What follows belongs to an exercise in optimizing a design on an open flow for small area; a production flow would make more cautious choices. Only simulation tests tie the RTL to the original design; equivalence was not proved. Power and IR drop assume default switching activity. No driver is modelled on the clock port, so clocking that relies on it looks cheaper here than on a real chip.

<file path="design.v">
`timescale 1ns / 1ps
module firp(
  input clock,
  input reset,
  output done,
  input start,
  input wire [15:0] input_sample,
  output [15:0] output_sample2);
reg  [3:0]  ph;
reg         pend;      
reg         act;       
reg         fresh;     
reg  [15:0] C;         
reg  [15:0] W [0:17];  
reg  [8:0]  cyn;       
reg  [16:0] acc;       
wire ph0   = (ph == 4'd0);
wire last  = act & ph0;                   
wire win   = (act & ~ph0) | (pend & ph0);
wire ready = ~pend & (~act | ph0);
wire take  = start & ready;
wire is15  = (ph == 4'd15);
wire en = win & ~fresh;
wire z  = win & fresh & is15;
wire [17:0] t;
wire        c0 = win & C[ph];
genvar k;
generate
  for (k = 0; k < 18; k = k + 1) begin : g_tap
    assign t[k] = (W[k][0] & en) | z;
  end
endgenerate
wire [17:0] tn  = ~t;
wire        c0n = ~c0;
wire [8:0] pa = {tn[7:0], c0n};
wire [8:0] pb = {tn[9], tn[10], tn[11], tn[12], tn[13], tn[14], tn[15], tn[16], tn[17]};
wire [8:0] psn, pcn;
genvar p;
generate
  for (p = 0; p < 9; p = p + 1) begin : g_pre
    fa3 u_pre (.a(pa[p]), .b(pb[p]), .c(cyn[p]), .s(psn[p]), .co(pcn[p]));
  end
endgenerate
wire [8:0] ps   = ~psn;
wire       midn = tn[8];
wire       mid  = ~midn;
wire s4, c4;
fa3 u_4 (.a(acc[0]), .b(ps[2]), .c(ps[4]), .s(s4), .co(c4));
wire c7 = ps[5] & s4;
wire s16, c16;
fa3 u_16 (.a(acc[1]), .b(ps[0]), .c(psn[1]), .s(s16), .co(c16));
wire s19, c19;
fa3 u_19 (.a(ps[2]), .b(ps[5]), .c(ps[6]), .s(s19), .co(c19));
wire s22, c22;
fa3 u_22 (.a(psn[8]), .b(c4), .c(s16), .s(s22), .co(c22));
wire s25, c25;
fa3 u_25 (.a(s19), .b(c7), .c(s22), .s(s25), .co(c25));
wire s33, c33;
fa3 u_33 (.a(acc[2]), .b(ps[4]), .c(psn[7]), .s(s33), .co(c33));
wire s36, c36;
fa3 u_36 (.a(psn[8]), .b(mid), .c(c16), .s(s36), .co(c36));
wire s39, c39;
fa3 u_39 (.a(c19), .b(s33), .c(c22), .s(s39), .co(c39));
wire s42, c42;
fa3 u_42 (.a(s36), .b(c25), .c(s39), .s(s42), .co(c42));
wire s49, c49;
fa3 u_49 (.a(acc[3]), .b(psn[0]), .c(psn[3]), .s(s49), .co(c49));
wire s52, c52;
fa3 u_52 (.a(mid), .b(c33), .c(s49), .s(s52), .co(c52));
wire s55, c55;
fa3 u_55 (.a(c36), .b(s52), .c(c39), .s(s55), .co(c55));
wire s58, c58;
ha2 u_58 (.a(c42), .b(s55), .s(s58), .co(c58));
wire s64, c64;
fa3 u_64 (.a(acc[4]), .b(ps[1]), .c(ps[7]), .s(s64), .co(c64));
wire s67, c67;
fa3 u_67 (.a(psn[8]), .b(c49), .c(s64), .s(s67), .co(c67));
wire s70, c70;
fa3 u_70 (.a(c52), .b(s67), .c(c55), .s(s70), .co(c70));
wire s73, c73;
ha2 u_73 (.a(c58), .b(s70), .s(s73), .co(c73));
wire s78, c78;
fa3 u_78 (.a(acc[5]), .b(ps[0]), .c(psn[6]), .s(s78), .co(c78));
wire s81, c81;
fa3 u_81 (.a(c64), .b(s78), .c(c67), .s(s81), .co(c81));
wire s84, c84;
fa3 u_84 (.a(s81), .b(c70), .c(c73), .s(s84), .co(c84));
wire s93, c93;
fa3 u_93 (.a(acc[6]), .b(psn[2]), .c(ps[5]), .s(s93), .co(c93));
wire s96, c96;
fa3 u_96 (.a(psn[6]), .b(ps[7]), .c(midn), .s(s96), .co(c96));
wire s99, c99;
fa3 u_99 (.a(c78), .b(s93), .c(s96), .s(s99), .co(c99));
wire s102, c102;
fa3 u_102 (.a(s99), .b(c81), .c(c84), .s(s102), .co(c102));
wire s107, c107;
fa3 u_107 (.a(acc[7]), .b(psn[3]), .c(c93), .s(s107), .co(c107));
wire s110, c110;
fa3 u_110 (.a(c96), .b(c99), .c(s107), .s(s110), .co(c110));
wire s113, c113;
ha2 u_113 (.a(s110), .b(c102), .s(s113), .co(c113));
wire s120, c120;
fa3 u_120 (.a(acc[8]), .b(ps[1]), .c(psn[4]), .s(s120), .co(c120));
wire s123, c123;
fa3 u_123 (.a(ps[8]), .b(mid), .c(s120), .s(s123), .co(c123));
wire s126, c126;
fa3 u_126 (.a(c107), .b(s123), .c(c110), .s(s126), .co(c126));
wire s129, c129;
ha2 u_129 (.a(s126), .b(c113), .s(s129), .co(c129));
wire s134, c134;
fa3 u_134 (.a(acc[9]), .b(ps[3]), .c(psn[7]), .s(s134), .co(c134));
wire s137, c137;
fa3 u_137 (.a(c120), .b(s134), .c(c123), .s(s137), .co(c137));
wire s140, c140;
fa3 u_140 (.a(s137), .b(c126), .c(c129), .s(s140), .co(c140));
wire s147, c147;
fa3 u_147 (.a(acc[10]), .b(ps[2]), .c(psn[4]), .s(s147), .co(c147));
wire s150, c150;
fa3 u_150 (.a(mid), .b(c134), .c(s147), .s(s150), .co(c150));
wire s153, c153;
fa3 u_153 (.a(s150), .b(c137), .c(c140), .s(s153), .co(c153));
wire s161, c161;
fa3 u_161 (.a(acc[11]), .b(ps[3]), .c(psn[4]), .s(s161), .co(c161));
wire s164, c164;
fa3 u_164 (.a(ps[8]), .b(mid), .c(c147), .s(s164), .co(c164));
wire s167, c167;
fa3 u_167 (.a(s161), .b(c150), .c(s164), .s(s167), .co(c167));
wire s170, c170;
ha2 u_170 (.a(s167), .b(c153), .s(s170), .co(c170));
wire s174, c174;
fa3 u_174 (.a(acc[12]), .b(ps[6]), .c(c161), .s(s174), .co(c174));
wire s177, c177;
fa3 u_177 (.a(c164), .b(s174), .c(c167), .s(s177), .co(c177));
wire s180, c180;
ha2 u_180 (.a(s177), .b(c170), .s(s180), .co(c180));
wire s186, c186;
fa3 u_186 (.a(acc[13]), .b(ps[4]), .c(ps[5]), .s(s186), .co(c186));
wire s189, c189;
fa3 u_189 (.a(psn[6]), .b(s186), .c(c174), .s(s189), .co(c189));
wire s192, c192;
fa3 u_192 (.a(s189), .b(c177), .c(c180), .s(s192), .co(c192));
wire s200, c200;
fa3 u_200 (.a(acc[14]), .b(psn[6]), .c(ps[7]), .s(s200), .co(c200));
wire s203, c203;
fa3 u_203 (.a(ps[8]), .b(mid), .c(c186), .s(s203), .co(c203));
wire s206, c206;
fa3 u_206 (.a(s200), .b(s203), .c(c189), .s(s206), .co(c206));
wire s209, c209;
ha2 u_209 (.a(s206), .b(c192), .s(s209), .co(c209));
wire s213, c213;
fa3 u_213 (.a(acc[15]), .b(ps[6]), .c(c200), .s(s213), .co(c213));
wire s216, c216;
fa3 u_216 (.a(c203), .b(s213), .c(c206), .s(s216), .co(c216));
wire s219, c219;
ha2 u_219 (.a(s216), .b(c209), .s(s219), .co(c219));
wire s222, c222;
fa3 u_222 (.a(acc[16]), .b(c213), .c(c216), .s(s222), .co(c222));
wire s225, c225;
ha2 u_225 (.a(s222), .b(c219), .s(s225), .co(c225));
wire s227 = c222 ^ c225;
wire [17:0] s = {s227, s225, s219, s209, s192, s180, s170, s153, s140, s129, s113, s102, s84, s73, s58, s42, s25, 1'b0};
assign output_sample2 = s[16:1];
assign done = last;
integer i;
always @(posedge clock) begin
  for (i = 0; i < 18; i = i + 1)
    W[i] <= {win ? (i == 0 ? c0 : t[i-1]) : W[i][0], W[i][15:1]};
  cyn <= pcn;
  acc <= win ? s[17:1] : 17'd28812;
  if (take) C <= {~input_sample[15], input_sample[14:0]};
end
always @(posedge clock or posedge reset) begin
  if (reset) begin
    ph    <= 4'd0;
    pend  <= 1'b0;
    act   <= 1'b0;
    fresh <= 1'b1;
  end else begin
    ph    <= ph + 4'd1;
    pend  <= take | (pend & ~ph0);
    act   <= win;
    if (win & is15) fresh <= 1'b0;
  end
end
endmodule
`timescale 1ns / 1ps
module fa3(input a, input b, input c, output s, output co);
    assign s  = a ^ b ^ c;
    assign co = (a & b) | (a & c) | (b & c);
endmodule
module ha2(input a, input b, output s, output co);
    assign s  = a ^ b;
    assign co = a & b;
endmodule
</file>
<file path="flow/run.sh">
#!/bin/bash
# The standard layout (bash standard.sh) with two changes:
#  - ports get the smallest buffer (buf_1) instead of the delay buffer that
#    buffer_ports picks by default; every port is still buffered;
#  - clock tree: clkbuf_8 buffers, sink clusters of at most 19 flip-flops,
#    and no dummy loads.
# make's full output goes to flow_make.log here; each ORFS step also keeps its
# own log under orfs/logs/.
set -euo pipefail
export BUFFER_PORTS_ARGS="-buffer_cell sky130_fd_sc_hd__buf_1"
export CTS_ARGS="-sink_clustering_enable -repair_clock_nets -sink_clustering_size 19 -sink_clustering_max_diameter 100 -buf_list sky130_fd_sc_hd__clkbuf_8 -dont_use_dummy_load"
bash standard.sh > flow_make.log 2>&1
</file>
<file path="standard.sh">
#!/bin/bash
# synth_recipe.tcl (not shown) runs the flow's synth.tcl, then flattens the netlist and writes it again
# the make line also repeats each setting of config.mk as NAME=value (left out here)
make -C /OpenROAD-flow-scripts/flow DESIGN_CONFIG=/design/flow/config.mk WORK_HOME=/design/flow/orfs CLKGATE_MAP_FILE= SYNTH_SCRIPT=/design/flow/synth_recipe.tcl "${@:-finish}"
</file>
<file path="config.mk">
export PLATFORM = sky130hd
export DESIGN_NAME = firp
export DESIGN_NICKNAME = firp
export VERILOG_FILES = /design/flow/design.v
export SDC_FILE = /design/flow/constraint.sdc
export NUM_CORES = 4
export LEC_CHECK = 0
export CAP_MARGIN = 0
export CORE_MARGIN = 2
export CORE_UTILIZATION = 70
export SLEW_MARGIN = 0
export SYNTH_HIERARCHICAL = 1
export SYNTH_MINIMUM_KEEP_SIZE = 0
</file>
<file path="constraint.sdc">
create_clock -name core_clock -period 20.0 [get_ports {clock}]
set_input_delay 4.0000 -clock core_clock [delete_from_list [all_inputs] [get_ports {clock}]]
set_output_delay 4.0000 -clock core_clock [all_outputs]
set_load 0.01 [all_outputs]
</file>
==> reports/qor.csv, run 1 <==
metric;value;unit
Seq/Total Area, Yosys;76.2;%
Synth area leader;dfxtp_1;
wire per inst;15.2;um
Layout Skew;0.0518;ns
core area;12700;um2
final WL;11.1;mm
CTS sink cnt;337;
CTS Buffer Depth;3;
worst hold slack;0.298;ns
vias per cell;4.90;
clock root buffer;clkbuf_8;
total track usage;17.1;%
slowest CP cell;mux2i_4;
H-tree Lvls;1;
CP max stage delay;0.92;ns
Buffers & Inverters on Critical Path;3;
mean area per synthesized cell;17.3;um2
I/O Pins;36;
Pwr Density;168;nW/um2
top-count cell post-synth;dfxtp_1;
CTS Buf Count;21;
Worst-path clk slew;0.11;ns
vias in the first global route;3785;
first-pass iteration count of the detailed router;4;
post-route ant nets;0;
Synth top cells by count;dfxtp_1, fa_1, a21oi_1, a221o_1, buf_4;
Layout area overhead;4.93;%
Multi-input gate area;1910;um2
setup tns final;0;ns
filler cell count;821;
Max-Cap Viols;0;
global placer's final weighted congestion;0.844;
worst skew pair latency;0.54;ns
RSZ-0062 raised after global routing;no;
CTS tree;done;
Crit path required time;16.00;ns
Post-Syn Instances;527;
# rows;41;
Synthesis Warnings;8;
largest net degree at the start of global routing;37;
ant diodes;0;
asr flop ratio synth;2.08;%
Worst Path Max Fanout;36;
Slew @ Worst Pin;1.06;ns
die area;13900;um2
share of layout cells above drive strength 1;7.17;%
status;finished clean;
Die Y-Extent;118;um
Setup Crit Path Kind;register to output port;
Top FF cell, synth;dfxtp_1;
most frequent CP cell;fa_1;
Port Buf Inserts;35;
DRC;0;
Post-synth EDFFs;16;
Critical Path AT;9.48;ns
#FFs+latches synth;337;
CTS Hold Bufs;0;
Max rail drop VDD;0.0971;mV
crit path launch type;register;
Initial DRC Count;139;
post_cts resized;0;
main area contributors after synthesis;dfxtp_1, fa_1, edfxtp_1;
FMAX;74.2;MHz
first-pass GRT wire length;18.7;mm
gr ovfl total;0;
Tmin final;13.48;ns
worst rel slew slack;27.7;%
Final WS setup;6.52;ns
overall die width;118;um
Starting Density;71.9;%
Hold Fails Final Rpt;0;
Worst path top cell family by delay;adder cells;
Hold Crit Class;register to register;
final setup vio count;0;
Storage cell area;6940;um2
dpl ws;7.04;ns
final-stage net count;646;
post-CTS setup buffers;0;
leakage;0.00380;uW
period utilization;67.4;%
synth unique cells;32;
initial antenna violation count;0;
area fraction of the dominant cell type after synthesis;69.0;%
Syn Std Cell Area;9110;um2
Reg-to-Reg Start;ph[1]$_DFF_PP0_;
HP Start;W[10][3]$_DFF_P_;
Crit. End Element;output port;
CP startpoint;ph[1]$_DFF_PP0_;
DP HPWL;7.57;mm
Via Count;3576;
syn nets;613;
Slew Viols, Final;0;
-- cell families after synthesis --
| logic type | synth area share, % |
|---|---|
| flip-flops | 76.2 |
| adder cells (fa/ha/maj) | 13.8 |
| buffers and inverters | 2.90 |
| AO/OA/AOI/OAI | 3.30 |
| AND/OR/NAND/NOR | 2.02 |
| multiplexers | 1.47 |
| XOR/XNOR | 0.288 |
-- routing by layer --
layer  global-route usage, %  part of all wire (%)
met5                       0                     0
met4                    4.82                   2.1
met3                    3.29                   4.0
met2                    26.1                    44
met1                    25.6                    50
-- through the flow --
stage | area (um2) | std cells | power, uW | util, %
floorplan | 9110 | 527 | 1330 | -
global placement | 9270 | 709 | 1350 | 73.2
detailed placement | 9270 | 709 | 1370 | 73.2
CTS | 9560 | 730 | 1640 | 75.4
global route | 9560 | 730 | 1730 | 75.4
finish | 9560 | 730 | 1610 | 75.4
-- where the power goes --
part	switching (uW)	internal, uW	total, uW
Sequential	22.9	740	763
Combinational	315	259	575
Clock	176	95.1	271
Total	515	1090	1610
-- layout by cell type, fill, tap and decap left out, types with 3 or more instances in the layout --
cell / instances
buf_1: 35
clkbuf_8: 21
nor2b_1: 11
edfxtp_1: 16
mux4_2: 3
a21oi_1: 19
a221o_1: 17
dfrtp_1: 6
inv_1: 16
fa_1: 56
ha_1: 11
dfxtp_1: 314
mux2_2: 3
or2_2: 6
-- final timing paths --
path,end,slack (ns),cells after the start
worst max-delay path,output_sample2[15],6.52,27
worst min register to register,W[10][2]$_DFF_P_,0.30,0
max in group asynchronous,fresh$_DFFE_PP1P_,16.36,2
min in group asynchronous,act$_DFF_PP0_,3.36,2
worst max register to register,acc[15]$_SDFF_PP0_,10.90,27
worst min-delay path,W[10][2]$_DFF_P_,0.30,0
-- final cells by class --
class / instances / area share [%]
flip-flops and latches: 337 / 72.6
multi-input cells: 147 / 19.9
clock buffers: 21 / 3.02
well taps: 172 / 2.25
repair buffers: 37 / 1.53
inverters: 16 / 0.628
-- per-module statistics from Yosys, one instance, submodules excluded --
module	flip-flops and latches	times used
ha2	0	9
fa3	0	56
firp	337	1
-- worst reg2reg max path, stage by stage (launching register included) --
cell	delay (ns)
dfrtp_1	0.51
inv_1	0.10
ha_1	0.15
nor3b_4	0.26
mux2i_4	0.92
nor2_4	0.34
a21oi_1	0.30
fa_1	0.49
inv_1	0.14
fa_1	0.46
fa_1	0.40
fa_1	0.39
fa_1	0.40
fa_1	0.44
ha_1	0.20
fa_1	0.37
fa_1	0.38
ha_1	0.19
ha_1	0.18
fa_1	0.39
fa_1	0.38
ha_1	0.19
ha_1	0.19
fa_1	0.37
ha_1	0.21
ha_1	0.19
ha_1	0.28
nor2b_1	0.13
-- state kept, by name (all words and copies together) (netlist names) --
signal,flops
acc,17
W,288
act,1
fresh,1
C,16
ph,4
pend,1
cyn,9
==> inputs of run 2 (changes only) <==
==> flow/run.sh (replaced) <==
#!/bin/bash
# The standard layout (bash standard.sh) with two changes:
#  - ports get the smallest buffer (buf_1) instead of the delay buffer that
#    buffer_ports picks by default; every port is still buffered;
#  - clock tree: clkbuf_8 buffers, sink clusters of at most 21 flip-flops within 45 um,
#    and no dummy loads.
# make's full output goes to flow_make.log here; each ORFS step also keeps its
# own log under orfs/logs/.
set -euo pipefail
export BUFFER_PORTS_ARGS="-buffer_cell sky130_fd_sc_hd__buf_1"
export CTS_ARGS="-sink_clustering_enable -repair_clock_nets -sink_clustering_size 21 -sink_clustering_max_diameter 45 -buf_list sky130_fd_sc_hd__clkbuf_8 -dont_use_dummy_load"
bash standard.sh > flow_make.log 2>&1
==> reports/qor.csv, run 2 <==
metric;value;unit
status;finished clean;
vias in the first global route;3766;
Worst path top cell family by delay;adder cells;
syn nets;613;
Final Instance Area;9600;um2
Reg2Reg Setup Slack;10.95;ns
Hold Fails Final Rpt;0;
r2r endpoint;acc[15]$_SDFF_PP0_;
ant diodes;0;
dpl ws;7.04;ns
Hold Crit Class;register to register;
#FFs+latches synth;337;
Top FF cell, synth;dfxtp_1;
CTS sink cnt;337;
Slew Viols, Final;0;
Via Count;3624;
H-tree Lvls;1;
CTS Buf Count;24;
CTS Hold Bufs;0;
Critical Path AT;9.45;ns
Layout Skew;0.0906;ns
initial antenna violation count;0;
post_cts resized;0;
crit path launch type;register;
filler cell count;807;
placed cell areas;9270;um2
I/O Pins;36;
most common cell after layout, fill and taps aside;dfxtp_1;
Synthesis Warnings;8;
Setup Crit Path Kind;register to output port;
Worst Reg-to-Reg Cells;27;
wire per inst;15.3;um
synth unique cells;32;
gr ovfl total;0;
CTS tree;done;
Max rail drop VDD;0.0850;mV
Post-Syn Instances;527;
FMAX;74.3;MHz
overall die width;118;um
post-CTS setup buffers;0;
first-pass GRT wire length;18.7;mm
Max-Cap Viols;0;
most frequent CP cell;fa_1;
post-route ant nets;0;
first-pass iteration count of the detailed router;4;
worst skew pair latency;0.56;ns
period utilization;67.3;%
Syn Std Cell Area;9110;um2
top-count cell post-synth;dfxtp_1;
# rows;41;
Seq/Total Area, Yosys;76.2;%
Buffers & Inverters on Critical Path;3;
final setup vio count;0;
Initial DRC Count;167;
Reg-to-Reg Start;ph[1]$_DFF_PP0_;
Worst-path clk slew;0.09;ns
Hold EP;W[13][1]$_DFF_P_;
Pwr Density;169;nW/um2
main area contributors after synthesis;dfxtp_1, fa_1, edfxtp_1;
Multi-input gate area;1910;um2
CP max stage delay;0.91;ns
global placer's final weighted congestion;0.844;
final-stage net count;649;
DRC;0;
CTS Buffer Depth;3;
total track usage;17.3;%
Worst Path Max Fanout;36;
worst rel slew slack;28.6;%
Synth area leader;dfxtp_1;
Die Y-Extent;118;um
Final WS setup;6.55;ns
clock root buffer;clkbuf_8;
leakage;0.00382;uW
Crit path required time;16.00;ns
RSZ-0062 raised after global routing;no;
Top Registers;W (288), acc (17), C (16);
DP HPWL;7.57;mm
setup tns final;0;ns
Layout area overhead;5.38;%
largest net degree at the start of global routing;37;
die area;13900;um2
Port Buf Inserts;35;
Slew @ Worst Pin;1.05;ns
vias per cell;4.94;
HP Start;W[13][2]$_DFF_P_;
asr flop ratio synth;2.08;%
commonest cells after routing, fill and taps aside;dfxtp_1, fa_1, buf_1;
hold depth;0;
register with the most flip-flops;W;
mean area per synthesized cell;17.3;um2
slowest CP cell;mux2i_4;
area fraction of the dominant cell type after synthesis;69.0;%
Tmin final;13.45;ns
core area;12700;um2
Storage cell area;6940;um2
share of layout cells above drive strength 1;7.66;%
Synth top cells by count;dfxtp_1, fa_1, a21oi_1, a221o_1, buf_4;
Crit. End Element;output port;
Post-synth EDFFs;16;
max reg flops;288;
Starting Density;71.9;%
final WL;11.2;mm
[run 2: cells by family after synthesis]
| group | synth area share, % |
|---|---|
| AOI/OAI and AO/OA | 3.30 |
| xor gates and xnor gates | 0.288 |
| adders and majority gates | 13.8 |
| buffers and inverters | 2.90 |
| DFF | 76.2 |
| muxes | 1.47 |
| and+or+nand+nor | 2.02 |
[run 2: per-module statistics from Yosys, one instance, submodules excluded]
module  flip-flops and latches  cell area [um2]  cells  copies in the design
fa3                          0             20.0      1                    56
firp                       337             7880    462                     1
ha2                          0             12.5      1                     9
[run 2: final cells by class]
cell class | count | area share [%]
Clock buffer | 24 | 3.44
Multi-Input combinational cell | 147 | 19.8
Sequential cell | 337 | 72.3
Inverter | 16 | 0.626
Tap cell | 172 | 2.24
Timing Repair Buffer | 37 | 1.52
[run 2: where the power goes]
part           internal, uW  switching (uW)  total [uW]
clock                   108             178         286
sequential              740            22.9         763
combinational           260             317         576
[run 2: per-layer routing]
metal | routed length, um | vias up | track usage, %
met4 | 337 | 0 | 5.72
met3 | 436 | 27 | 3.49
met1 | 5410 | 1785 | 25.6
li1 | - | 1735 | -
met2 | 5040 | 77 | 26.2
met5 | 0 | - | 0
[run 2: metrics by stage]
| stage | power [uW] | instances | hold slack [ns] | util, % |
|---|---|---|---|---|
| CTS | 1650 | 733 | 0.281 | 75.8 |
| global placement | 1350 | 709 | 0.310 | 73.2 |
| finish | 1630 | 733 | 0.290 | 75.8 |
| global route | 1750 | 733 | 0.289 | 75.8 |
| detailed placement | 1370 | 709 | 0.312 | 73.2 |
| floorplan | 1330 | 527 | 0.310 | - |
[run 2: worst max-delay path by stage]
stage | from | to | slack [ns] | depth (start not counted)
floorplan | ph[1]$_DFF_PP0_ | output_sample2[15] | 8.09 | 29
detailed placement | ph[1]$_DFF_PP0_ | output_sample2[15] | 7.04 | 27
finish | ph[1]$_DFF_PP0_ | output_sample2[15] | 6.55 | 27
global route | ph[1]$_DFF_PP0_ | output_sample2[15] | 6.00 | 27
global placement | ph[1]$_DFF_PP0_ | output_sample2[15] | 7.19 | 27
CTS | ph[1]$_DFF_PP0_ | output_sample2[15] | 6.45 | 27
==> inputs of run 3 (changes only) <==
==> flow/run.sh (replaced) <==
#!/bin/bash
# The standard layout (bash standard.sh) with two changes:
#  - ports get the smallest buffer (buf_1) instead of the delay buffer that
#    buffer_ports picks by default; every port is still buffered;
#  - clock tree: clkbuf_16 at the sink clusters (at most 34 flip-flops), clkbuf_4 above,
#    and no dummy loads.
# make's full output goes to flow_make.log here; each ORFS step also keeps its
# own log under orfs/logs/.
set -euo pipefail
export BUFFER_PORTS_ARGS="-buffer_cell sky130_fd_sc_hd__buf_1"
export CTS_ARGS='-sink_clustering_enable -repair_clock_nets -sink_clustering_size 34 -sink_clustering_max_diameter 100 -buf_list {sky130_fd_sc_hd__clkbuf_16} -sink_clustering_buffer sky130_fd_sc_hd__clkbuf_16 -root_buf sky130_fd_sc_hd__clkbuf_4 -tree_buf sky130_fd_sc_hd__clkbuf_4 -dont_use_dummy_load'
bash standard.sh > flow_make.log 2>&1
==> reports/qor.csv, run 3 <==
metric;value;unit
Via Count;3577;
I/O Pins;36;
Pwr Density;169;nW/um2
vias per cell;4.95;
DRC;0;
#FFs+latches synth;337;
post-CTS setup buffers;0;
first-pass iteration count of the detailed router;4;
most common cell after layout, fill and taps aside;dfxtp_1;
largest family of logic cells by synthesized area;adder cells;
Starting Density;71.9;%
RSZ-0062 raised after global routing;no;
top-count cell post-synth;dfxtp_1;
most frequent CP cell;fa_1;
Max rail drop VDD;0.115;mV
Worst-path clk slew;0.11;ns
Critical Path AT;9.59;ns
Setup Crit Path Kind;register to output port;
Post-synth EDFFs;16;
Synth Area in Compound Gates;3.30;%
Top FF cell, synth;dfxtp_1;
initial antenna violation count;0;
filler cell count;812;
total track usage;17.7;%
crit path launch type;register;
CTS sink cnt;337;
# rows;41;
placed cell areas;9270;um2
status;finished clean;
Crit path required time;16.00;ns
Crit. End Element;output port;
setup tns final;0;ns
synth unique cells;32;
Slew @ Worst Pin;1.06;ns
Layout area overhead;4.75;%
DP HPWL;7.57;mm
die area;13900;um2
core area;12700;um2
Hold Crit Class;register to register;
period utilization;68.0;%
post-route ant nets;0;
total design power;1610;uW
CP startpoint;ph[1]$_DFF_PP0_;
H-tree Lvls;1;
Reg-to-Reg Start;ph[1]$_DFF_PP0_;
CP max stage delay;0.92;ns
final setup vio count;0;
Synth Area in Adders;13.8;%
worst skew pair latency;0.62;ns
wire per inst;16.3;um
worst rel slew slack;27.6;%
syn nets;613;
leakage;0.00378;uW
Initial DRC Count;140;
register with the most flip-flops;W;
Synth top cells by count;dfxtp_1, fa_1, a21oi_1, a221o_1, buf_4;
Layout Skew;0.0695;ns
Synthesis Warnings;8;
Post-Syn Instances;527;
commonest cells after routing, fill and taps aside;dfxtp_1, fa_1, buf_1;
Syn Std Cell Area;9110;um2
Die Y-Extent;118;um
final-stage net count;638;
Port Buf Inserts;35;
Hold Fails Final Rpt;0;
asr flop ratio synth;2.08;%
area fraction of the dominant cell type after synthesis;69.0;%
CTS tree;done;
Slew Viols, Final;0;
Tmin final;13.59;ns
gr ovfl total;0;
Final Instance Area;9540;um2
largest net degree at the start of global routing;37;
main area contributors after synthesis;dfxtp_1, fa_1, edfxtp_1;
post_cts resized;0;
mean area per synthesized cell;17.3;um2
HP Start;W[13][5]$_DFF_P_;
CTS Buffer Depth;3;
fraction of synthesized area in multiplexers;1.47;%
ant diodes;0;
share of layout cells above drive strength 1;5.82;%
global placer's final weighted congestion;0.844;
Max-Cap Viols;0;
overall die width;118;um
Seq/Total Area, Yosys;76.2;%
CTS Hold Bufs;0;
final WL;11.8;mm
CTS Buf Count;13;
Synth area leader;dfxtp_1;
vias in the first global route;3730;
Worst Path Max Fanout;36;
post-synthesis xor/xnor area fraction;0.288;%
first-pass GRT wire length;19.1;mm
Synth Area in Simple Gates;2.02;%
Top Registers;W (288), acc (17), C (16);
FMAX;73.6;MHz
max reg flops;288;
clock root buffer;clkbuf_4;
slowest CP cell;mux2i_4;
## run 3: power by group
group	switching [uW]	internal, uW	total (uW)
Combinational	317	260	577
Clock	175	97.2	272
Sequential	23.3	740	763
Total	515	1100	1610
## run 3: cell type report
class,instances,area (um2),area share [%]
Sequential cell,337,6940,72.8
Multi-Input combinational cell,147,1910,20.0
Clock buffer,13,273,2.86
Tap cell,172,215,2.26
Timing Repair Buffer,37,146,1.53
Inverter,16,60.1,0.629
## run 3: critical path, delay by kind of cell, from the launching register on
kind | cells | cell delay (ns)
AO/OA/AOI/OAI | 1 | 0.30
adder cells (fa/ha/maj) | 20 | 6.25
buffers and inverters | 3 | 0.39
flip-flops | 1 | 0.52
multiplexers | 1 | 0.92
AND/OR/NAND/NOR | 2 | 0.60
## run 3: metal layers
layer | routed length, um | global-route usage, %
met1 | 5750 | 26.2
met5 | 0 | 0
met2 | 5470 | 28.5
met4 | 198 | 3.77
met3 | 356 | 2.52
## run 3: per-stage QoR
| stage | hold slack [ns] | utilization, % | instances | setup WS [ns] |
|---|---|---|---|---|
| 2_1_floorplan | 0.310 | - | 527 | 8.09 |
| 3_3_place_gp | 0.310 | 73.2 | 709 | 7.19 |
| 3_5_place_dp | 0.312 | 73.2 | 709 | 7.04 |
| 4_1_cts | 0.279 | 75.3 | 722 | 6.32 |
| 5_1_grt | 0.290 | 75.3 | 722 | 5.84 |
| 6_report | 0.284 | 75.3 | 722 | 6.41 |
## run 3: worst paths after layout
path | slack, ns | to | cells past startpoint
hold reg to reg | 0.28 | W[13][4]$_DFF_P_ | 0
hold / removal | 0.28 | W[13][4]$_DFF_P_ | 0
max in group asynchronous | 16.39 | fresh$_DFFE_PP1P_ | 2
min in group asynchronous | 3.27 | ph[2]$_DFF_PP0_ | 2
setup / recovery | 6.41 | output_sample2[15] | 27
setup reg to reg | 10.87 | acc[15]$_SDFF_PP0_ | 27
## run 3: cells by family after synthesis
kind of cell               Yosys count
DFF                                337
adders and majority gates           67
buffers and inverters               43
AOI/OAI and AO/OA                   41
and+or+nand+nor                     28
muxes                                8
xor gates and xnor gates             3
## run 3: Yosys stat by module, one instance, submodules excluded
module / flops+latches / area, um2
firp: 337 / 7880
fa3: 0 / 20.0
ha2: 0 / 12.5
==> inputs of run 4 (changes only) <==
--- a/config.mk
+++ b/config.mk
@@ -7,7 +7,7 @@
 export LEC_CHECK = 0
 export CAP_MARGIN = 0
 export CORE_MARGIN = 2
-export CORE_UTILIZATION = 70
+export CORE_UTILIZATION = 75
 export SLEW_MARGIN = 0
 export SYNTH_HIERARCHICAL = 1
 export SYNTH_MINIMUM_KEEP_SIZE = 0
==> reports/qor.csv, run 4 <==
metric;value;unit
overall die width;114;um
# rows;40;
Max-Cap Viols;0;
final setup vio count;0;
most frequent CP cell;fa_1;
Reg-to-Reg Start;ph[1]$_DFF_PP0_;
post_cts resized;0;
Seq pwr share;47.0;%
core area;11900;um2
DRC;0;
CTS Buf Count;13;
Tmin final;13.83;ns
Syn Std Cell Area;9110;um2
post-synthesis xor/xnor area fraction;0.288;%
post-route ant nets;0;
most common cell after layout, fill and taps aside;dfxtp_1;
#FFs+latches synth;337;
gr ovfl total;0;
wire per inst;18.5;um
period utilization;69.1;%
Synth Area in Simple Gates;2.02;%
Layout area overhead;4.44;%
CTS Buffer Depth;3;
Critical Path AT;9.83;ns
asr flop ratio synth;2.08;%
largest family of logic cells by synthesized area;adder cells;
final WL;12.9;mm
Switch Pwr;527;uW
Synth area leader;dfxtp_1;
worst rel slew slack;24.9;%
first-pass iteration count of the detailed router;4;
post-CTS setup buffers;0;
largest net degree at the start of global routing;37;
synth unique cells;32;
CTS Hold Bufs;0;
first-pass GRT wire length;21.0;mm
Logic pwr share;36.2;%
Top FF cell, synth;dfxtp_1;
Max rail drop VDD;0.116;mV
worst setup path end;output_sample2[15];
Crit. End Element;output port;
Synth top cells by count;dfxtp_1, fa_1, a21oi_1, a221o_1, buf_4;
main area contributors after synthesis;dfxtp_1, fa_1, edfxtp_1;
status;finished clean;
Via Count;3639;
syn nets;613;
slowest CP cell;mux2i_4;
total design power;1630;uW
Hold Crit Class;register to register;
Synthesis Warnings;8;
commonest cells after routing, fill and taps aside;dfxtp_1, fa_1, buf_1;
Starting Density;76.5;%
fraction of synthesized area in multiplexers;1.47;%
vias in the first global route;3922;
crit path launch type;register;
CTS sink cnt;337;
final std cells w/o fill;698;
worst hold slack;0.289;ns
Slew Viols, Final;0;
Synth Area in Adders;13.8;%
Setup Crit Path Kind;register to output port;
Crit path required time;16.00;ns
Clk network pwr share;16.8;%
mean area per synthesized cell;17.3;um2
Seq/Total Area, Yosys;76.2;%
Layout Skew;0.0603;ns
worst skew pair latency;0.61;ns
Post-Syn Instances;527;
I/O Pins;36;
Slew @ Worst Pin;1.10;ns
setup tns final;0;ns
Reg2Reg Setup Slack;10.61;ns
number of cells after detailed placement;684;
final-stage net count;638;
total track usage;21.5;%
max reg flops;288;
Die Y-Extent;114;um
Top Registers;W (288), acc (17), C (16);
Core Util, Final;79.9;%
Port Buf Inserts;35;
initial antenna violation count;1;
Worst Path Max Fanout;36;
CTS tree;done;
die area;13000;um2
RSZ-0062 raised after global routing;no;
Pwr Density;171;nW/um2
share of layout cells above drive strength 1;5.82;%
top-count cell post-synth;dfxtp_1;
CP startpoint;ph[1]$_DFF_PP0_;
Initial DRC Count;142;
area fraction of the dominant cell type after synthesis;69.0;%
r2r endpoint;acc[15]$_SDFF_PP0_;
Post-synth EDFFs;16;
Hold Fails Final Rpt;0;
vias per cell;5.21;
H-tree Lvls;1;
clock root buffer;clkbuf_4;
Synth Area in Compound Gates;3.30;%
Switching Fraction;32.3;%
global placer's final weighted congestion;0.821;
register with the most flip-flops;W;
DP HPWL;8.75;mm
leakage;0.00378;uW
CP max stage delay;0.96;ns
FMAX;72.3;MHz
Worst-path clk slew;0.12;ns
P_int;1100;uW
Worst Reg-to-Reg Cells;27;
[run 4: cell families (layout without fill, tap and decap cells)]
family                     Yosys count  in the layout
other                                0              1
DFF                                337            337
AOI/OAI and AO/OA                   41             41
and+or+nand+nor                     28             28
xor gates and xnor gates             3              3
adders and majority gates           67             67
buffers and inverters               43             66
muxes                                8              8
[run 4: power groups by stage]
stage          Combinational (uW)  Sequential (uW)  Clock [uW]
2_1_floorplan                 564              771           0
3_3_place_gp                  565              777           0
3_5_place_dp                  601              780           0
4_1_cts                       601              766         277
5_1_grt                       673              771         298
6_report                      590              765         273
[run 4: final cells by class]
class	count	area, um2
sequential	337	6940
fill	650	2400
antenna	1	2.50
clock buffer	13	273
multi-input combinational	147	1910
inverter	16	60.1
tap	147	184
timing repair buffer	37	146
[run 4: metrics by stage]
| step | setup slack [ns] | instance area [um2] |
|---|---|---|
| 6_report | 6.17 | 9510 |
| 5_1_grt | 5.74 | 9510 |
| 4_1_cts | 6.10 | 9510 |
| 3_5_place_dp | 6.82 | 9240 |
| 3_3_place_gp | 7.22 | 9240 |
| 2_1_floorplan | 8.09 | 9110 |
[run 4: layer usage]
layer	global-route usage (%)	share of wire, %	routed length (um)
met5	0	0	0
met4	4.96	1.9	252
met3	3.07	2.8	364
met2	36.9	51	6610
met1	29.6	44	5710
[run 4: Yosys stat by module, one instance, submodules excluded]
module / cell area [um2] / times used
firp: 7880 / 1
ha2: 12.5 / 9
fa3: 20.0 / 56
[run 4: how the worst min path moves through the flow]
stage | depth (start not counted) | start | to | slack, ns
2_1_floorplan | 0 | W[0][1]$_DFF_P_ | W[0][0]$_DFF_P_ | 0.31
5_1_grt | 0 | W[2][2]$_DFF_P_ | W[2][1]$_DFF_P_ | 0.29
6_report | 0 | W[2][2]$_DFF_P_ | W[2][1]$_DFF_P_ | 0.29
4_1_cts | 0 | W[2][2]$_DFF_P_ | W[2][1]$_DFF_P_ | 0.28
3_3_place_gp | 0 | W[3][1]$_DFF_P_ | W[3][0]$_DFF_P_ | 0.31
3_5_place_dp | 0 | W[10][5]$_DFF_P_ | W[10][4]$_DFF_P_ | 0.31
[run 4: critical path, delay by kind of cell, from the launching register on]
family	cells	cell delay, ns
compound gates	1	0.31
fa+ha+maj	20	6.33
buf+inv	3	0.43
flops	1	0.54
mux	1	0.96
simple gates	2	0.65
==> inputs of run 5 (changes only) <==
--- a/flow/run.sh
+++ b/flow/run.sh
@@ -8,5 +8,5 @@
 # own log under orfs/logs/.
 set -euo pipefail
 export BUFFER_PORTS_ARGS="-buffer_cell sky130_fd_sc_hd__buf_1"
-export CTS_ARGS='-sink_clustering_enable -repair_clock_nets -sink_clustering_size 34 -sink_clustering_max_diameter 100 -buf_list {sky130_fd_sc_hd__clkbuf_16} -sink_clustering_buffer sky130_fd_sc_hd__clkbuf_16 -root_buf sky130_fd_sc_hd__clkbuf_4 -tree_buf sky130_fd_sc_hd__clkbuf_4 -dont_use_dummy_load'
+export CTS_ARGS='-sink_clustering_enable -repair_clock_nets -sink_clustering_size 34 -sink_clustering_max_diameter 70 -buf_list {sky130_fd_sc_hd__clkbuf_16} -sink_clustering_buffer sky130_fd_sc_hd__clkbuf_16 -root_buf sky130_fd_sc_hd__clkbuf_4 -tree_buf sky130_fd_sc_hd__clkbuf_4 -dont_use_dummy_load'
 bash standard.sh > flow_make.log 2>&1
--- a/config.mk
+++ b/config.mk
@@ -7,7 +7,7 @@
 export LEC_CHECK = 0
 export CAP_MARGIN = 0
 export CORE_MARGIN = 2
-export CORE_UTILIZATION = 75
+export CORE_UTILIZATION = 70
 export SLEW_MARGIN = 0
 export SYNTH_HIERARCHICAL = 1
 export SYNTH_MINIMUM_KEEP_SIZE = 0
==> reports/qor.csv, run 5 <==
metric;value;unit
status;finished clean;
H-tree Lvls;1;
Hold Crit Class;register to register;
commonest cells after routing, fill and taps aside;dfxtp_1, fa_1, buf_1;
GR Util met2;27.9;%
Crit. End Element;output port;
global placer's final weighted congestion;0.844;
CTS sink cnt;337;
Worst-path clk slew;0.11;ns
#FFs+latches synth;337;
post-CTS setup buffers;0;
worst rel slew slack;28.7;%
CTS Buffer Depth;3;
Synthesis Warnings;8;
routing usage on met3;2.66;%
largest net degree at the start of global routing;37;
Hold Fails Final Rpt;0;
gr busiest metal;met2;
Slew @ Worst Pin;1.05;ns
period utilization;68.0;%
Initial DRC Count;146;
Synth top cells by count;dfxtp_1, fa_1, a21oi_1, a221o_1, buf_4;
asr flop ratio synth;2.08;%
Max rail drop VDD;0.109;mV
Setup Crit Path Kind;register to output port;
post-route ant nets;0;
Max-Cap Viols;0;
most frequent CP cell;fa_1;
worst skew pair latency;0.63;ns
placed cell areas;9270;um2
Via Count;3545;
crit path launch type;register;
Critical Path AT;9.59;ns
mean area per synthesized cell;17.3;um2
Buffers & Inverters on Critical Path;3;
ant diodes;0;
setup tns final;0;ns
Syn Std Cell Area;9110;um2
register with the most flip-flops;W;
area fraction of the dominant cell type after synthesis;69.0;%
most common cell after layout, fill and taps aside;dfxtp_1;
DRC;0;
Starting Density;71.9;%
vias in the first global route;3756;
post_cts resized;0;
gr ovfl total;0;
Die Y-Extent;118;um
leakage;0.00379;uW
final setup vio count;0;
first-pass iteration count of the detailed router;4;
max reg flops;288;
Worst path top cell family by delay;adder cells;
DP HPWL;7.57;mm
core area;12700;um2
clock root buffer;clkbuf_4;
Final Instance Area;9570;um2
main area contributors after synthesis;dfxtp_1, fa_1, edfxtp_1;
CTS Buf Count;14;
top-count cell post-synth;dfxtp_1;
final-stage net count;639;
CTS tree;done;
CTS Hold Bufs;0;
share of layout cells above drive strength 1;5.99;%
GRT met1 Usage;25.9;%
overall die width;118;um
Top FF cell, synth;dfxtp_1;
Top Registers;W (288), acc (17), C (16);
Seq/Total Area, Yosys;76.2;%
final WL;11.5;mm
vias per cell;4.90;
slowest CP cell;mux2i_4;
filler cell count;804;
Crit path required time;16.00;ns
synth unique cells;32;
initial antenna violation count;0;
Layout Skew;0.0532;ns
I/O Pins;36;
wire per inst;15.8;um
Post-Syn Instances;527;
Synth area leader;dfxtp_1;
Tmin final;13.59;ns
# rows;41;
die area;13900;um2
RSZ-0062 raised after global routing;no;
total track usage;17.6;%
Post-synth EDFFs;16;
first-pass GRT wire length;19.0;mm
FMAX;73.6;MHz
Worst Path Max Fanout;36;
Pwr Density;169;nW/um2
syn nets;613;
CP max stage delay;0.91;ns
Port Buf Inserts;35;
Final WS setup;6.41;ns
Layout area overhead;5.03;%
Slew Viols, Final;0;
dpl ws;7.04;ns
run 5: logic make-up (layout without fill, tap and decap cells):
group | count (synthesis) | after routing | share of synthesized area, %
AOI/OAI and AO/OA | 41 | 41 | 3.30
and+or+nand+nor | 28 | 28 | 2.02
xor gates and xnor gates | 3 | 3 | 0.288
adders and majority gates | 67 | 67 | 13.8
DFF | 337 | 337 | 76.2
buffers and inverters | 43 | 67 | 2.90
muxes | 8 | 8 | 1.47
run 5: per-module statistics from Yosys, one instance, submodules excluded:
module,flops+latches,copies in the design
fa3,0,56
ha2,0,9
firp,337,1
run 5: power by group:
part           total, uW  switching, uW  leakage, uW  internal (uW)
clock network        281            176     0.000149            105
registers            763           23.3      0.00278            740
logic                575            316     0.000865            259
run 5: final cells by class:
type	instances	area [um2]	area share, %
clock buffer	14	298	3.11
sequential	337	6940	72.6
multi-input combinational	147	1910	19.9
tap	172	215	2.25
inverter	16	60.1	0.628
timing repair buffer	37	146	1.53
run 5: path summary, 6_finish.rpt:
check	slack (ns)	endpoint	depth (start not counted)	from
worst min-delay path	0.30	W[8][9]$_DFF_P_	0	W[8][10]$_DFF_P_
max in group asynchronous	16.44	fresh$_DFFE_PP1P_	2	reset
worst min register to register	0.30	W[8][9]$_DFF_P_	0	W[8][10]$_DFF_P_
worst max-delay path	6.41	output_sample2[15]	27	ph[1]$_DFF_PP0_
worst max register to register	10.87	acc[15]$_SDFF_PP0_	27	ph[1]$_DFF_PP0_
min in group asynchronous	3.27	ph[2]$_DFF_PP0_	2	reset
run 5: through the flow:
step,hold WS [ns],utilization (%),instances,total power (uW)
2_1_floorplan,0.310,-,527,1330
3_3_place_gp,0.310,73.2,709,1350
3_5_place_dp,0.312,73.2,709,1370
4_1_cts,0.306,75.5,723,1640
5_1_grt,0.311,75.5,723,1740
6_report,0.303,75.5,723,1620
run 5: layer usage:
layer / vias to the layer above / share of wire, %
met4: 0 / 2.1
met5: - / 0
li1: 1718 / -
met1: 1758 / 49
met3: 16 / 3.0
met2: 53 / 46
==> inputs of run 6 (changes only) <==
==> flow/run.sh (replaced) <==
#!/bin/bash
# The standard layout (bash standard.sh) with two changes:
#  - ports get the smallest buffer (buf_1) instead of the delay buffer that
#    buffer_ports picks by default; every port is still buffered;
#  - clock tree: clkbuf_16 at the sink clusters (at most 34 flip-flops), clkbuf_2 above,
#    and no dummy loads.
# make's full output goes to flow_make.log here; each ORFS step also keeps its
# own log under orfs/logs/.
set -euo pipefail
export BUFFER_PORTS_ARGS="-buffer_cell sky130_fd_sc_hd__buf_1"
export CTS_ARGS='-sink_clustering_enable -repair_clock_nets -sink_clustering_size 34 -sink_clustering_max_diameter 100 -buf_list {sky130_fd_sc_hd__clkbuf_16} -sink_clustering_buffer sky130_fd_sc_hd__clkbuf_16 -root_buf sky130_fd_sc_hd__clkbuf_2 -tree_buf sky130_fd_sc_hd__clkbuf_2 -dont_use_dummy_load'
bash standard.sh > flow_make.log 2>&1
--- a/config.mk
+++ b/config.mk
@@ -7,7 +7,7 @@
 export LEC_CHECK = 0
 export CAP_MARGIN = 0
 export CORE_MARGIN = 2
-export CORE_UTILIZATION = 70
+export CORE_UTILIZATION = 75
 export SLEW_MARGIN = 0
 export SYNTH_HIERARCHICAL = 1
 export SYNTH_MINIMUM_KEEP_SIZE = 0
==> reports/qor.csv, run 6 <==
metric;value;unit
status;finished clean;
Pwr Density;171;nW/um2
first-pass GRT wire length;21.1;mm
worst rel slew slack;24.3;%
overall die width;114;um
final WL;13.0;mm
asr flop ratio synth;2.08;%
Port Buf Inserts;35;
syn nets;613;
leakage;0.00378;uW
Clk network pwr share;16.6;%
Post-synth EDFFs;16;
Switch Pwr;527;uW
commonest cells after routing, fill and taps aside;dfxtp_1, fa_1, buf_1;
Logic pwr share;36.3;%
Top Registers;W (288), acc (17), C (16);
initial antenna violation count;1;
dpl ws;6.82;ns
Initial DRC Count;134;
synth unique cells;32;
FMAX;71.6;MHz
most frequent CP cell;fa_1;
Synthesis Warnings;8;
gr ovfl total;0;
clock root buffer;clkbuf_2;
Hold EP;W[2][1]$_DFF_P_;
slowest CP cell;mux2i_4;
post_cts resized;0;
Final Instance Area;9510;um2
Crit. End Element;output port;
Hold Fails Final Rpt;0;
final-stage net count;638;
most common cell after layout, fill and taps aside;dfxtp_1;
Layout area overhead;4.35;%
main area contributors after synthesis;dfxtp_1, fa_1, edfxtp_1;
CTS tree;done;
Post-Syn Instances;527;
max reg flops;288;
Worst Path Max Fanout;36;
Top FF cell, synth;dfxtp_1;
final setup vio count;0;
hold depth;0;
Die Y-Extent;114;um
final std cells w/o fill;698;
top-count cell post-synth;dfxtp_1;
Reg-to-Reg Start;ph[1]$_DFF_PP0_;
CTS Buffer Depth;3;
post-CTS setup buffers;0;
die area;13000;um2
vias per cell;5.23;
DRC;0;
Seq pwr share;47.1;%
CTS Buf Count;13;
Slew Viols, Final;0;
Worst-path clk slew;0.12;ns
placed cell areas;9240;um2
Seq/Total Area, Yosys;76.2;%
HP Start;W[2][2]$_DFF_P_;
first-pass iteration count of the detailed router;4;
Multi-input gate area;1910;um2
core area;11900;um2
register with the most flip-flops;W;
Worst Reg-to-Reg Cells;27;
share of layout cells above drive strength 1;5.82;%
CP max stage delay;0.97;ns
mean area per synthesized cell;17.3;um2
DP HPWL;8.75;mm
Hold Crit Class;register to register;
period utilization;69.9;%
Via Count;3651;
setup tns final;0;ns
CTS sink cnt;337;
Max rail drop VDD;0.115;mV
vias in the first global route;3933;
RSZ-0062 raised after global routing;no;
post-route ant nets;0;
Max-Cap Viols;0;
largest net degree at the start of global routing;37;
Synth top cells by count;dfxtp_1, fa_1, a21oi_1, a221o_1, buf_4;
Layout Skew;0.110;ns
Setup Crit Path Kind;register to output port;
area fraction of the dominant cell type after synthesis;69.0;%
Crit path required time;16.00;ns
global placer's final weighted congestion;0.821;
Critical Path AT;9.97;ns
Slew @ Worst Pin;1.11;ns
crit path launch type;register;
Synth area leader;dfxtp_1;
Tmin final;13.97;ns
Final WS setup;6.03;ns
wire per inst;18.6;um
# rows;40;
number of cells after detailed placement;684;
filler cell count;654;
r2r endpoint;acc[15]$_SDFF_PP0_;
I/O Pins;36;
H-tree Lvls;1;
P_int;1100;uW
Storage cell area;6940;um2
Reg2Reg Setup Slack;10.55;ns
Switching Fraction;32.4;%
#FFs+latches synth;337;
Syn Std Cell Area;9110;um2
CTS Hold Bufs;0;
worst skew pair latency;0.74;ns
total track usage;21.5;%
Starting Density;76.5;%
==> run 6: cell counts after synthesis <==
Identical to the previous run, type by type.
==> run 6: kinds of logic (layout without fill, tap and decap cells) <==
family          after synthesis  after routing  share of synthesized area (%)
mux                           8              8                           1.47
simple gates                 28             28                           2.02
xor+xnor                      3              3                          0.288
compound gates               41             41                           3.30
flops                       337            337                           76.2
fa+ha+maj                    67             67                           13.8
other cells                   0              1                              0
buf+inv                      43             66                           2.90
==> run 6: cell type report <==
type	count	area share [%]
Tap cell	147	1.93
Clock buffer	13	2.79
Multi-Input combinational cell	147	20.0
Timing Repair Buffer	37	1.54
Inverter	16	0.632
Antenna cell	1	0.0263
Sequential cell	337	73.0
==> run 6: worst max-delay path by stage <==
stage	start	endpoint	slack, ns	cells past startpoint
5_1_grt	ph[1]$_DFF_PP0_	output_sample2[15]	5.57	27
2_1_floorplan	ph[1]$_DFF_PP0_	output_sample2[15]	8.09	29
3_3_place_gp	ph[1]$_DFF_PP0_	output_sample2[15]	7.22	27
6_report	ph[1]$_DFF_PP0_	output_sample2[15]	6.03	27
4_1_cts	ph[1]$_DFF_PP0_	output_sample2[15]	5.94	27
3_5_place_dp	ph[1]$_DFF_PP0_	output_sample2[15]	6.82	27
==> run 6: Yosys stat by module (local to each module, per instance) <==
module / area (um2) / flops+latches
firp: 7880 / 337
fa3: 20.0 / 0
ha2: 12.5 / 0
==> run 6: stage by stage <==
| step | hold WS [ns] | power, uW | utilization (%) |
|---|---|---|---|
| final | 0.234 | 1620 | 79.8 |
| after global routing | 0.231 | 1740 | 79.8 |
| after CTS | 0.227 | 1640 | 79.8 |
| after detailed placement | 0.312 | 1380 | 77.6 |
| after global placement | 0.310 | 1340 | 77.6 |
| after floorplan | 0.310 | 1330 | - |
==> run 6: critical path: cells and delay by family (launching register included) <==
family | cells | cell delay, ns
AO/OA/AOI/OAI | 1 | 0.31
adder cells (fa/ha/maj) | 20 | 6.33
buffers and inverters | 3 | 0.42
flip-flops | 1 | 0.54
multiplexers | 1 | 0.97
AND/OR/NAND/NOR | 2 | 0.66
==> run 6: routing by layer <==
metal / vias to the layer above / wire (um) / GRT usage [%]
met5: - / 0 / 0
met4: 0 / 255 / 4.80
met3: 24 / 511 / 3.39
met2: 80 / 6600 / 37.1
met1: 1830 / 5620 / 29.6
li1: 1717 / - / -
==> run 6: power by group through the flow <==
stage / combinational (uW) / sequential, uW / clock (uW)
floorplan: 564 / 771 / 0
detailed placement: 601 / 780 / 0
finish: 590 / 765 / 269
global route: 673 / 772 / 295
CTS: 601 / 767 / 273
global placement: 565 / 777 / 0
==> inputs of run 7 (changes only) <==
--- a/design.v
+++ b/design.v
@@ -20,14 +20,12 @@
 wire ready = ~pend & (~act | ph0);
 wire take  = start & ready;
 wire is15  = (ph == 4'd15);
-wire en = win & ~fresh;
-wire z  = win & fresh & is15;
 wire [17:0] t;
 wire        c0 = win & C[ph];
 genvar k;
 generate
   for (k = 0; k < 18; k = k + 1) begin : g_tap
-    assign t[k] = (W[k][0] & en) | z;
+    assign t[k] = W[k][0] & win;
   end
 endgenerate
 wire [17:0] tn  = ~t;
@@ -164,7 +162,7 @@
 integer i;
 always @(posedge clock) begin
   for (i = 0; i < 18; i = i + 1)
-    W[i] <= {win ? (i == 0 ? c0 : t[i-1]) : W[i][0], W[i][15:1]};
+    W[i] <= {fresh ? is15 : win ? (i == 0 ? c0 : t[i-1]) : W[i][0], W[i][15:1]};
   cyn <= pcn;
   acc <= win ? s[17:1] : 17'd28812;
   if (take) C <= {~input_sample[15], input_sample[14:0]};
@@ -179,7 +177,7 @@
     ph    <= ph + 4'd1;
     pend  <= take | (pend & ~ph0);
     act   <= win;
-    if (win & is15) fresh <= 1'b0;
+    if (is15) fresh <= 1'b0;
   end
 end
 endmodule
==> flow/run.sh (replaced) <==
#!/bin/bash
# The standard layout (bash standard.sh) with two changes:
#  - ports get the smallest buffer (buf_1) instead of the delay buffer that
#    buffer_ports picks by default; every port is still buffered;
#  - clock tree: clkbuf_8 buffers, sink clusters of at most 18 flip-flops,
#    and no dummy loads.
# make's full output goes to flow_make.log here; each ORFS step also keeps its
# own log under orfs/logs/.
set -euo pipefail
export BUFFER_PORTS_ARGS="-buffer_cell sky130_fd_sc_hd__buf_1"
export CTS_ARGS="-sink_clustering_enable -repair_clock_nets -sink_clustering_size 18 -sink_clustering_max_diameter 100 -buf_list sky130_fd_sc_hd__clkbuf_8 -dont_use_dummy_load"
bash standard.sh > flow_make.log 2>&1
--- a/config.mk
+++ b/config.mk
@@ -7,7 +7,7 @@
 export LEC_CHECK = 0
 export CAP_MARGIN = 0
 export CORE_MARGIN = 2
-export CORE_UTILIZATION = 75
+export CORE_UTILIZATION = 70
 export SLEW_MARGIN = 0
 export SYNTH_HIERARCHICAL = 1
 export SYNTH_MINIMUM_KEEP_SIZE = 0
==> reports/qor.csv, run 7 <==
metric;value;unit
Worst path top cell family by delay;adder cells;
Syn Std Cell Area;9060;um2
filler cell count;749;
Top FF cell, synth;dfxtp_1;
Slew Viols, Final;0;
Hold Crit Class;register to register;
Reg-to-Reg Start;ph[0]$_DFF_PP0_;
core area;12600;um2
worst setup path end;output_sample2[15];
clock root buffer;clkbuf_8;
Max rail drop VDD;0.104;mV
status;finished clean;
leakage;0.00381;uW
post-route ant nets;0;
asr flop ratio synth;2.08;%
Slew @ Worst Pin;1.06;ns
Buffers & Inverters on Critical Path;4;
Synth top cells by count;dfxtp_1, fa_1, a21oi_1, nand2_1, buf_4;
overall die width;118;um
commonest cells after routing, fill and taps aside;dfxtp_1, fa_1, a21oi_1;
max reg flops;288;
GRT met1 Usage;25.9;%
CTS Buffer Depth;3;
post-CTS setup buffers;0;
syn nets;627;
Worst Reg-to-Reg Cells;28;
Max-Cap Viols;0;
CTS Hold Bufs;0;
main area contributors after synthesis;dfxtp_1, fa_1, edfxtp_1;
CTS Buf Count;22;
Top Registers;W (288), acc (17), C (16);
vias in the first global route;3905;
synth unique cells;31;
first-pass GRT wire length;20.1;mm
Final WS setup;6.61;ns
final WL;12.3;mm
Critical Path AT;9.39;ns
Tmin final;13.39;ns
initial antenna violation count;1;
critical path depth;27;
die area;13900;um2
CTS tree;done;
CTS sink cnt;337;
global placer's final weighted congestion;0.833;
RSZ-0062 raised after global routing;no;
Seq/Total Area, Yosys;76.6;%
mean area per synthesized cell;16.7;um2
final setup vio count;0;
# rows;41;
Crit. End Element;output port;
Final Instance Area;9540;um2
slowest CP cell;mux2i_2;
area fraction of the dominant cell type after synthesis;69.4;%
Post-Syn Instances;541;
Die Y-Extent;118;um
r2r endpoint;acc[16]$_SDFF_PN0_;
setup tns final;0;ns
Setup Crit Path Kind;register to output port;
Via Count;3651;
routing usage on met3;3.88;%
Storage cell area;6940;um2
Layout Skew;0.0727;ns
CP startpoint;ph[0]$_DFF_PP0_;
period utilization;67.0;%
most frequent CP cell;fa_1;
crit path launch type;register;
Worst-path clk slew;0.11;ns
top-count cell post-synth;dfxtp_1;
CP max stage delay;0.91;ns
GR Util met2;30.2;%
wire per inst;16.4;um
gr ovfl total;0;
FMAX;74.7;MHz
Multi-input gate area;1860;um2
gr busiest metal;met2;
Synth area leader;dfxtp_1;
Worst Path Max Fanout;36;
share of layout cells above drive strength 1;5.76;%
final-stage net count;661;
vias per cell;4.90;
worst skew pair latency;0.55;ns
Reg2Reg Setup Slack;10.95;ns
Port Buf Inserts;35;
Hold Fails Final Rpt;0;
register with the most flip-flops;W;
first-pass iteration count of the detailed router;4;
Initial DRC Count;181;
Layout area overhead;5.30;%
I/O Pins;36;
post_cts resized;0;
#FFs+latches synth;337;
Pwr Density;170;nW/um2
Post-synth EDFFs;16;
most common cell after layout, fill and taps aside;dfxtp_1;
Synthesis Warnings;8;
ant diodes;0;
DRC;0;
total track usage;18.7;%
Crit path required time;16.00;ns
dpl ws;7.22;ns
Starting Density;71.8;%
placed cell areas;9240;um2
H-tree Lvls;1;
DP HPWL;8.46;mm
worst rel slew slack;28.3;%
largest net degree at the start of global routing;37;
[run 7: cell types whose count changed in the layout (fill, tap and decap cells not counted), sizes merged, moves of 3 or more]
| cell | before | now |
|---|---|---|
| a21oi | 19 | 36 |
| a221o | 17 | 0 |
| and2 | 2 | 11 |
| clkbuf | 13 | 22 |
| mux2 | 3 | 0 |
| nand2 | 1 | 19 |
| nand2b | 2 | 7 |
| nor2b | 11 | 1 |
| or2 | 6 | 0 |
[run 7: final cells by class]
type / count / share of cell area (%)
Sequential cell: 337 / 72.8
Multi-Input combinational cell: 160 / 19.4
Clock buffer: 22 / 3.17
Tap cell: 172 / 2.26
Timing Repair Buffer: 37 / 1.53
Inverter: 17 / 0.813
[run 7: Yosys stat by module, one instance, submodules excluded]
module	flops+latches	cells inside	cell area, um2	copies in the design
firp	337	476	7830	1
fa3	0	1	20.0	56
ha2	0	1	12.5	9
[run 7: metrics by stage]
stage | std cells | hold slack (ns) | total power [uW] | util, %
global route | 745 | 0.262 | 1740 | 75.6
finish | 745 | 0.265 | 1620 | 75.6
floorplan | 541 | 0.310 | 1330 | -
global placement | 723 | 0.310 | 1350 | 73.2
CTS | 745 | 0.266 | 1640 | 75.6
detailed placement | 723 | 0.312 | 1360 | 73.2
[run 7: worst min path at each step]
| stage | start | end | slack [ns] | cells after the start |
|---|---|---|---|---|
| after CTS | W[6][1]$_DFF_P_ | W[6][0]$_DFF_P_ | 0.27 | 0 |
| final | W[6][1]$_DFF_P_ | W[6][0]$_DFF_P_ | 0.26 | 0 |
| after global routing | W[6][1]$_DFF_P_ | W[6][0]$_DFF_P_ | 0.26 | 0 |
| after floorplan | W[0][1]$_DFF_P_ | W[0][0]$_DFF_P_ | 0.31 | 0 |
| after global placement | W[4][12]$_DFF_P_ | W[4][11]$_DFF_P_ | 0.31 | 0 |
| after detailed placement | W[15][13]$_DFF_P_ | W[15][12]$_DFF_P_ | 0.31 | 0 |
[run 7: cell families (layout without fill, tap and decap cells)]
| logic type | after synthesis | count (layout) | synth area share [%] |
|---|---|---|---|
| xor+xnor | 3 | 3 | 0.290 |
| buf+inv | 44 | 76 | 2.93 |
| simple gates | 43 | 43 | 2.60 |
| mux | 8 | 8 | 1.44 |
| flops | 337 | 337 | 76.6 |
| fa+ha+maj | 67 | 67 | 13.9 |
| compound gates | 39 | 39 | 2.22 |
[run 7: power breakdown]
part / total [uW] / internal (uW) / switching (uW)
registers: 766 / 743 / 22.7
logic: 572 / 253 / 320
clock network: 279 / 99.2 / 180
total: 1620 / 1090 / 522
[run 7: routing by layer]
metal | share of wire, % | vias up
li1 | - | 1747
met1 | 45 | 1800
met2 | 47 | 71
met3 | 4.5 | 31
met4 | 3.0 | 2
met5 | 0.11 | -
==> inputs of run 8 (changes only) <==
==> flow/run.sh (replaced) <==
#!/bin/bash
# The standard layout (bash standard.sh) with two changes:
#  - ports get the smallest buffer (buf_1) instead of the delay buffer that
#    buffer_ports picks by default; every port is still buffered;
#  - clock tree: clkbuf_16 at the sink clusters (at most 32 flip-flops), clkbuf_2 above,
#    and no dummy loads.
# make's full output goes to flow_make.log here; each ORFS step also keeps its
# own log under orfs/logs/.
set -euo pipefail
export BUFFER_PORTS_ARGS="-buffer_cell sky130_fd_sc_hd__buf_1"
export CTS_ARGS='-sink_clustering_enable -repair_clock_nets -sink_clustering_size 32 -sink_clustering_max_diameter 100 -buf_list {sky130_fd_sc_hd__clkbuf_16} -sink_clustering_buffer sky130_fd_sc_hd__clkbuf_16 -root_buf sky130_fd_sc_hd__clkbuf_2 -tree_buf sky130_fd_sc_hd__clkbuf_2 -dont_use_dummy_load'
bash standard.sh > flow_make.log 2>&1
--- a/config.mk
+++ b/config.mk
@@ -7,7 +7,7 @@
 export LEC_CHECK = 0
 export CAP_MARGIN = 0
 export CORE_MARGIN = 2
-export CORE_UTILIZATION = 70
+export CORE_UTILIZATION = 75
 export SLEW_MARGIN = 0
 export SYNTH_HIERARCHICAL = 1
 export SYNTH_MINIMUM_KEEP_SIZE = 0
==> reports/qor.csv, run 8 <==
metric;value;unit
CTS Hold Bufs;0;
Die Y-Extent;114;um
synth unique cells;31;
vias in the first global route;4261;
Crit path required time;16.00;ns
Core Util, Final;79.8;%
total track usage;26.5;%
Layout Skew;0.163;ns
post-CTS setup buffers;0;
#FFs+latches synth;337;
Port Buf Inserts;35;
area fraction of the dominant cell type after synthesis;69.4;%
vias per cell;5.40;
post-route ant nets;0;
Synthesis Warnings;8;
worst skew pair latency;0.81;ns
Max rail drop VDD;0.0967;mV
gr ovfl total;0;
Layout area overhead;4.89;%
Via Count;3857;
CP startpoint;ph[1]$_DFF_PP0_;
Top FF cell, synth;dfxtp_1;
period utilization;66.9;%
Reg-to-Reg Start;ph[1]$_DFF_PP0_;
syn nets;627;
max reg flops;288;
Tmin final;13.37;ns
Worst-path clk slew;0.13;ns
Synth area leader;dfxtp_1;
final-stage net count;654;
final setup vio count;0;
crit path launch type;register;
Pwr Density;172;nW/um2
die area;13000;um2
placed cell areas;9210;um2
Worst Path Max Fanout;36;
most common cell after layout, fill and taps aside;dfxtp_1;
clock root buffer;clkbuf_2;
DRC;0;
register with the most flip-flops;W;
Slew @ Worst Pin;0.461;ns
initial antenna violation count;1;
wire per inst;22.3;um
Final Instance Area;9500;um2
top-count cell post-synth;dfxtp_1;
filler cell count;572;
Starting Density;76.1;%
I/O Pins;36;
CTS Buffer Depth;3;
final WL;15.9;mm
setup tns final;0;ns
Storage cell area;6940;um2
Multi-input gate area;1850;um2
Post-synth EDFFs;16;
# rows;40;
Post-Syn Instances;541;
CP max stage delay;0.71;ns
share of layout cells above drive strength 1;4.42;%
DP HPWL;10.1;mm
RSZ-0062 raised after global routing;no;
commonest cells after routing, fill and taps aside;dfxtp_1, fa_1, a21oi_1;
largest net degree at the start of global routing;37;
leakage;0.00380;uW
Hold Crit Class;register to register;
HP Start;W[0][1]$_DFF_P_;
post_cts resized;0;
CTS sink cnt;337;
slowest CP cell;fa_1;
Crit. End Element;output port;
global placer's final weighted congestion;0.822;
Slew Viols, Final;0;
CTS tree;done;
first-pass GRT wire length;24.9;mm
main area contributors after synthesis;dfxtp_1, fa_1, edfxtp_1;
FMAX;74.8;MHz
CTS Buf Count;14;
core area;11900;um2
Setup Crit Path Kind;register to output port;
Max-Cap Viols;0;
Hold Fails Final Rpt;0;
Syn Std Cell Area;9060;um2
Seq/Total Area, Yosys;76.6;%
Synth top cells by count;dfxtp_1, fa_1, a21oi_1, nand2_1, buf_4;
overall die width;114;um
H-tree Lvls;1;
Initial DRC Count;255;
asr flop ratio synth;2.08;%
Top Registers;W (288), acc (17), C (16);
most frequent CP cell;fa_1;
Critical Path AT;9.37;ns
status;finished clean;
first-pass iteration count of the detailed router;15;
mean area per synthesized cell;16.7;um2
worst rel slew slack;69.2;%
## run 8: logic make-up (layout without fill, tap and decap cells)
kind of cell,Yosys count,after routing,share of synthesized area [%]
DFF,337,337,76.6
adders and majority gates,67,67,13.9
buffers and inverters,44,69,2.93
and+or+nand+nor,43,43,2.60
AOI/OAI and AO/OA,39,39,2.22
muxes,8,8,1.44
xor gates and xnor gates,3,3,0.290
other,0,1,0
## run 8: layout make-up
type / instances / share of cell area, %
diodes: 1 / 0.0263
clock buffers: 14 / 3.05
inverters: 17 / 0.816
multi-input cells: 160 / 19.5
flip-flops and latches: 337 / 73.1
well taps: 147 / 1.94
repair buffers: 38 / 1.62
## run 8: per-layer routing
metal / vias up / GRT usage (%) / share of wire, %
met3: 44 / 4.09 / 4.2
met5: - / 0 / 0
met4: 0 / 10.1 / 3.3
met1: 1950 / 35.6 / 42
met2: 136 / 44.7 / 51
li1: 1727 / - / -
## run 8: report_power, final
group	internal (uW)	switching [uW]	total [uW]
Clock	101	185	286
Sequential	743	25.7	769
Combinational	254	328	582
## run 8: path summary, 6_finish.rpt
check	endpoint	slack, ns	cells past startpoint
setup / recovery	output_sample2[15]	6.63	28
hold / removal	W[0][0]$_DFF_P_	0.20	0
setup reg to reg	acc[15]$_SDFF_PN0_	11.22	28
hold reg to reg	W[0][0]$_DFF_P_	0.20	0
max in group asynchronous	fresh$_DFFE_PP1P_	16.46	2
min in group asynchronous	ph[3]$_DFF_PP0_	3.11	2
## run 8: per-module statistics from Yosys, one instance, submodules excluded
module  cells inside  times used
fa3                1          56
firp             476           1
ha2                1           9
## run 8: metrics by stage
stage	hold slack, ns	std cells	setup WS (ns)	total power (uW)
3_5_place_dp	0.312	699	7.52	1370
2_1_floorplan	0.310	541	8.30	1330
3_3_place_gp	0.310	699	7.76	1360
6_report	0.203	714	6.63	1640
4_1_cts	0.161	713	6.53	1650
5_1_grt	0.156	714	6.24	1750
## run 8: critical path: cells and delay by family (launching register included)
kind | cells | cell delay [ns]
fa+ha+maj | 20 | 6.48
buf+inv | 5 | 1.00
flops | 1 | 0.50
mux | 1 | 0.13
simple gates | 2 | 0.41

## what the ideal ports hide
No port has a modelled driver above. Below, the same layouts with a new extraction and two added sets of constraints. Step 1 (the two cells are an assumption about what drives the block):
set clk [get_ports {clock}]
set_driving_cell -lib_cell sky130_fd_sc_hd__clkbuf_16 $clk
set_driving_cell -lib_cell sky130_fd_sc_hd__buf_2 [delete_from_list [all_inputs] $clk]
Step 2 also shifts input and output timing later by t, the mid clock arrival at the registers, as if the neighbouring blocks saw the same clock. Three values: ideal, step 1, step 2; two values: the first two.
run	t (ns)	setup WS [ns]	worst hold slack (ns)	worst data-port slew with drivers (ns)
run 1	0.540	6.523 / 6.486 / 7.026	0.298 / 0.298 / 0.298	0.03
run 2	0.552	6.548 / 6.511 / 7.063	0.290 / 0.290 / 0.290	0.03
run 3	0.624	6.408 / 6.375 / 6.999	0.284 / 0.284 / 0.284	0.03
run 4	0.618	6.170 / 6.134 / 6.752	0.289 / 0.289 / 0.289	0.04
run 5	0.640	6.408 / 6.374 / 7.014	0.303 / 0.303 / 0.303	0.03
run 6	0.722	6.027 / 5.991 / 6.713	0.234 / 0.234 / 0.234	0.03
run 7	0.553	6.608 / 6.572 / 7.125	0.265 / 0.265 / 0.265	0.04
run 8	0.764	6.630 / 6.596 / 7.360	0.203 / 0.203 / 0.203	0.05
After both steps setup and hold are still met in every run listed.
